Background: an optimization exercise with open tools, aiming at small area. Do not read the settings as production practice. RTL that was checked went through simulation tests only; none was proved equivalent to the original. Power is estimated from default activity; no workload was simulated.

Design top_module, start of the top module:
module top_module (
    input clk,
    input rst,
    output [15:0] imem_addr,
    input  [15:0] imem_data,
    output dmem_we,
    output dmem_re,
    output [15:0] dmem_addr,
    output [15:0] dmem_wdata,
    input  [15:0] dmem_rdata
);
Settings: LEC_CHECK=0, CAP_MARGIN=20, CORE_MARGIN=2, CORE_UTILIZATION=55, CTS_BUF_LIST=sky130_fd_sc_hd__clkbuf_8, GPL_TIMING_DRIVEN=0, PLACE_DENSITY=0.7, SLEW_MARGIN=20, SYNTH_HIERARCHICAL=1; clock period 6.5 ns.
standard.sh (not shown) runs the stock make flow with config.mk's settings and CLKGATE_MAP_FILE= SYNTH_SCRIPT=/design/flow/synth_recipe.tcl, a recipe that flattens the netlist after the stock synthesis.
==> flow/flow/run.sh <==
#!/bin/bash
# The standard layout (standard.sh) with three changes:
#  - synthesis: no full-adder extraction or Kogge-Stone adders, and the final
#    ABC mapping is for area (flow/area.abc) except for the modules in
#    SPEED_MODULES, which keep ORFS's own ABC script. Every step before ABC,
#    and so every register and its cell type, is the standard synthesis's;
#  - every port still gets a buffer, but a sky130_fd_sc_hd__buf_1.
# Output of the make run: flow_make.log (ORFS's own logs under orfs/logs).
set -euo pipefail
HERE=$(pwd)
sed "s#SYNTH_SCRIPT=[^ ]*#SYNTH_SCRIPT=$HERE/flow/synth_area.tcl ADDER_MAP_FILE= SYNTH_OPERATIONS_ARGS=-noshare#" standard.sh > standard_area.sh
export AREA_ABC_SCRIPT=$HERE/flow/area.abc
export SPEED_MODULES=""
export BUFFER_PORTS_ARGS="-buffer_cell sky130_fd_sc_hd__buf_1"
bash standard_area.sh "$@" > flow_make.log 2>&1
==> flow/flow/area.abc <==
strash
dch
amap
==> flow/flow/synth_area.tcl <==
# synth_recipe.tcl with the final abc call split: ORFS's script for the
# modules in SPEED_MODULES, then the area script for everything left.
proc synth {args} { yosys synth -nofsm -noshare {*}$args }
proc abc {args} {
  foreach m $::env(SPEED_MODULES) {
    yosys abc {*}$args $m
  }
  set i [lsearch -exact $args -script]
  if { $i >= 0 } { lset args [expr { $i + 1 }] $::env(AREA_ABC_SCRIPT) }
  yosys abc {*}$args
}
source $::env(SCRIPTS_DIR)/synth.tcl
# left out here: clear keep_hierarchy, flatten, clean up, hide names made inside functions, write 1_2_yosys.v
The starting point completed and failed the layout checks on setup timing.
==> next run, changes <==
==> flow/flow/area.abc (replaced) <==
strash
dch
amap
topo
upsize -D 4500
dnsize -D 4500
CORE_UTILIZATION = 40   (was 55)
PLACE_DENSITY = 0.6   (was 0.7)
SYNTH_HIERARCHICAL = not set   (was 1)
Effect: The new run ran to the end with violations: setup timing. Die area rises by 43%. Total power rises by 16%. Hold slack improved by 17 ps. Worst setup slack got worse by 110 ps. Count of clock-buffer cells in the layout does not change. Critical path depth rises by 3. Core utilization falls by 17 points. Combinational power rises by 39%.
==> next run, changes <==
==> flow/flow/area.abc (replaced) <==
strash
dch
amap
SYNTH_HIERARCHICAL = 1   (was not set)
With this change the flow finished with timing, DRC and antenna clean.
Core utilization fell by 2.1 points.
Power fell by 16%.
Clock-buffer cell count is unchanged.
Worst hold slack degrades by 44 ps.
Die area fell by 5.0%.

top_module, a different RTL version from the one above (not shown whole).
Size: about 140 flip-flops, about 84 I/O pins.
clock: 6.5 ns
lec_check: 0
cap_margin: 20
core_margin: 2
core_utilization: 40
gpl_timing_driven: 0
place_density: 0.6
slew_margin: 20
synth_hierarchical: 1
==> flow/flow/run.sh <==
#!/bin/bash
# The standard layout (standard.sh) with these changes:
#  - synthesis (flow/synth_area.tcl): no full-adder extraction or Kogge-Stone
#    adders, and the final ABC mapping is for area: flow/area.abc, or the
#    script ABC_MODULE_SCRIPTS names for a module. Every step before ABC, and
#    so every register and its cell type, is the standard synthesis's;
#  - every port still gets a buffer, but a sky130_fd_sc_hd__buf_1.
#  - clock tree synthesis without dummy loads (CTS_ARGS below).
#  - after the timing repair on global routing, downsize gates off the critical
#    paths (RECOVER_POWER).
# Output of the make run: flow_make.log (ORFS's own logs under orfs/logs).
set -euo pipefail
HERE=$(pwd)
sed "s#SYNTH_SCRIPT=[^ ]*#SYNTH_SCRIPT=$HERE/flow/synth_area.tcl ADDER_MAP_FILE= SYNTH_OPERATIONS_ARGS=-noshare#" standard.sh > standard_area.sh
export AREA_ABC_SCRIPT=$HERE/flow/area.abc
export ABC_MODULE_SCRIPTS="ALU_RESULT:$HERE/flow/nfa.abc RD_PORT:$HERE/flow/amap2.abc"
export BUFFER_PORTS_ARGS="-buffer_cell sky130_fd_sc_hd__buf_1"
export CTS_ARGS="-sink_clustering_enable -repair_clock_nets -dont_use_dummy_load -buf_list sky130_fd_sc_hd__clkbuf_8"
export RECOVER_POWER=100
bash standard_area.sh "$@" > flow_make.log 2>&1
==> flow/flow/amap2.abc <==
strash
ifraig
scorr
dc2
dch -f
amap
==> flow/flow/area.abc <==
strash
dch
amap
==> flow/flow/nfa.abc <==
&get -n
&st
&dch
&nf -a -R 1000
&put
==> flow/flow/synth_area.tcl <==
# synth_recipe.tcl with the final abc call replaced: each module listed in
# ABC_MODULE_SCRIPTS (module:script pairs) is mapped with its own script,
# then everything left with AREA_ABC_SCRIPT.
proc synth {args} { yosys synth -nofsm -noshare {*}$args }
proc abc_with_script {script argv sel} {
  set i [lsearch -exact $argv -script]
  if { $i >= 0 } { lset argv [expr { $i + 1 }] $script }
  yosys abc {*}$argv {*}$sel
}
proc abc {args} {
  if { [info exists ::env(ABC_MODULE_SCRIPTS)] } {
    foreach pair $::env(ABC_MODULE_SCRIPTS) {
      lassign [split $pair :] m s
      abc_with_script $s $args [list $m]
    }
  }
  abc_with_script $::env(AREA_ABC_SCRIPT) $args {}
}
source $::env(SCRIPTS_DIR)/synth.tcl
# left out here: clear keep_hierarchy, flatten, clean up, hide names made inside functions, write 1_2_yosys.v
Change:
--- a/flow/flow/run.sh
+++ b/flow/flow/run.sh
@@ -8,4 +8,2 @@
 #  - clock tree synthesis without dummy loads (CTS_ARGS below).
-#  - after the timing repair on global routing, downsize gates off the critical
-#    paths (RECOVER_POWER).
 # Output of the make run: flow_make.log (ORFS's own logs under orfs/logs).
@@ -18,3 +16,3 @@
 export CTS_ARGS="-sink_clustering_enable -repair_clock_nets -dont_use_dummy_load -buf_list sky130_fd_sc_hd__clkbuf_8"
-export RECOVER_POWER=100
+export SETUP_MOVE_SEQUENCE="unbuffer,sizeup,swap"
 bash standard_area.sh "$@" > flow_make.log 2>&1
Result: This time the run completed, yet does not pass: setup timing. Setup slack gets worse by 0.17 ns. Global-route usage drops by 1.5 points. Final area drops by 5.4%. Total power drops by 2.2%. Core utilization drops by 2.9 points. Non-clock buffer count drops by 80. Fmax drops by 2.7%. Die area is unchanged. Register-to-register slack gets worse by 0.25 ns. Final cell count drops by 6.3%. Clock skew barely changes.
Change:
--- a/flow/flow/run.sh
+++ b/flow/flow/run.sh
@@ -16,3 +16,3 @@
 export CTS_ARGS="-sink_clustering_enable -repair_clock_nets -dont_use_dummy_load -buf_list sky130_fd_sc_hd__clkbuf_8"
-export SETUP_MOVE_SEQUENCE="unbuffer,sizeup,swap"
+export SETUP_MOVE_SEQUENCE="unbuffer,sizeup,swap,buffer"
 bash standard_area.sh "$@" > flow_make.log 2>&1
What happened: With this change the flow completed without violations; design area grows by about 3.3%; sequential cell count does not change; die area is unchanged; global-route usage grows by 0.42 points; worst setup slack improved by 0.13 ns; non-clock buffer count rose by 43; register-to-register slack degrades by 0.02 ns.
Change:
--- a/flow/flow/run.sh
+++ b/flow/flow/run.sh
@@ -1,3 +1,3 @@
 #!/bin/bash
-# The standard layout (standard.sh) with these changes:
+# The standard layout (standard.sh) with two changes:
 #  - synthesis (flow/synth_area.tcl): no full-adder extraction or Kogge-Stone
@@ -7,3 +7,2 @@
 #  - every port still gets a buffer, but a sky130_fd_sc_hd__buf_1.
-#  - clock tree synthesis without dummy loads (CTS_ARGS below).
 # Output of the make run: flow_make.log (ORFS's own logs under orfs/logs).
@@ -15,4 +14,2 @@
 export BUFFER_PORTS_ARGS="-buffer_cell sky130_fd_sc_hd__buf_1"
-export CTS_ARGS="-sink_clustering_enable -repair_clock_nets -dont_use_dummy_load -buf_list sky130_fd_sc_hd__clkbuf_8"
-export SETUP_MOVE_SEQUENCE="unbuffer,sizeup,swap,buffer"
 bash standard_area.sh "$@" > flow_make.log 2>&1
Settings changed: CTS_BUF_LIST set to sky130_fd_sc_hd__clkbuf_8.
The new run finished clean.
Via count is higher by 2.9%.
Wire length is higher by 4.9%.
Setup slack improves by 0.081 ns.
Critical path depth is lower by 2.
Maximum frequency is higher by 1.3%.
Register-to-register slack improves by 0.27 ns.
Final cell count is higher by 4.1%.
Global-route usage is higher by 1.2 points.
Die area stays the same.
First-iteration DRC count is lower by 3.2%.
Change:
--- a/flow/flow/run.sh
+++ b/flow/flow/run.sh
@@ -1,3 +1,3 @@
 #!/bin/bash
-# The standard layout (standard.sh) with two changes:
+# The standard layout (standard.sh) with these changes:
 #  - synthesis (flow/synth_area.tcl): no full-adder extraction or Kogge-Stone
@@ -7,2 +7,3 @@
 #  - every port still gets a buffer, but a sky130_fd_sc_hd__buf_1.
+#  - clock tree synthesis without dummy loads (CTS_ARGS below).
 # Output of the make run: flow_make.log (ORFS's own logs under orfs/logs).
@@ -14,2 +15,3 @@
 export BUFFER_PORTS_ARGS="-buffer_cell sky130_fd_sc_hd__buf_1"
+export CTS_ARGS="-sink_clustering_enable -repair_clock_nets -dont_use_dummy_load -buf_list sky130_fd_sc_hd__clkbuf_8"
 bash standard_area.sh "$@" > flow_make.log 2>&1
Settings changed: CTS_BUF_LIST sky130_fd_sc_hd__clkbuf_8 to not set.
=>
- The changed run completed with no timing, DRC or antenna violations
- cell count fell slightly
- critical path depth fell by 1
- global-route usage fell by 0.15 points
- setup slack gets worse by 0.036 ns
- via count is about the same
Function was not checked in any run of this note: the RTL went through the layout flow alone.

[re-timing with driven ports]
The results above use ideal ports. As a check the final layouts listed here were re-extracted and re-timed, cells and wires unchanged.
Step 1, drivers: a clkbuf_16 drives clk and a buf_2 each remaining input, both assumed.
Step 2, shift: input delay + t, output delay - t, t = (earliest + latest rising clock arrival at the registers) / 2. This alone moves slack from input paths to output paths.
Three values: ideal ports, drivers, drivers and shift; two values: the first two.
| run | shift t [ns] | slack for setup (ns) | hold WS [ns] | worst register clock-pin slew, ns | cell pins on the clock port's net |
|---|---|---|---|---|---|
| the first run of note 1 | 0.509 | -0.074 / -0.101 / -0.294 | 0.626 / 0.626 / 0.626 | 0.10 / 0.10 | 1 |
| the second run of note 1 | 0.501 | -0.189 / -0.226 / -0.549 | 0.643 / 0.643 / 0.643 | 0.11 / 0.11 | 1 |
| the third run of note 1 | 0.490 | 0.141 / 0.119 / -0.191 | 0.599 / 0.599 / 0.599 | 0.09 / 0.09 | 1 |
| the first run of note 2 | 0.480 | 0.142 / 0.117 / -0.100 | 0.615 / 0.615 / 0.615 | 0.10 / 0.10 | 1 |
| the second run of note 2 | 0.469 | -0.032 / -0.094 / -0.183 | 0.615 / 0.615 / 0.615 | 0.10 / 0.10 | 1 |
| the third run of note 2 | 0.474 | 0.098 / 0.016 / -0.251 | 0.614 / 0.614 / 0.614 | 0.10 / 0.10 | 1 |
| the fourth run of note 2 | 0.508 | 0.179 / 0.147 / -0.065 | 0.617 / 0.617 / 0.617 | 0.11 / 0.11 | 1 |
| the fifth run of note 2 | 0.480 | 0.142 / 0.117 / -0.100 | 0.615 / 0.615 / 0.615 | 0.10 / 0.10 | 1 |
With both steps, setup timing fails in 5 of these runs, where it was met with ideal ports. For the second run of note 1, which loses most, drivers alone change the setup slack by -0.037 ns; drivers and shift together by -0.360 ns.
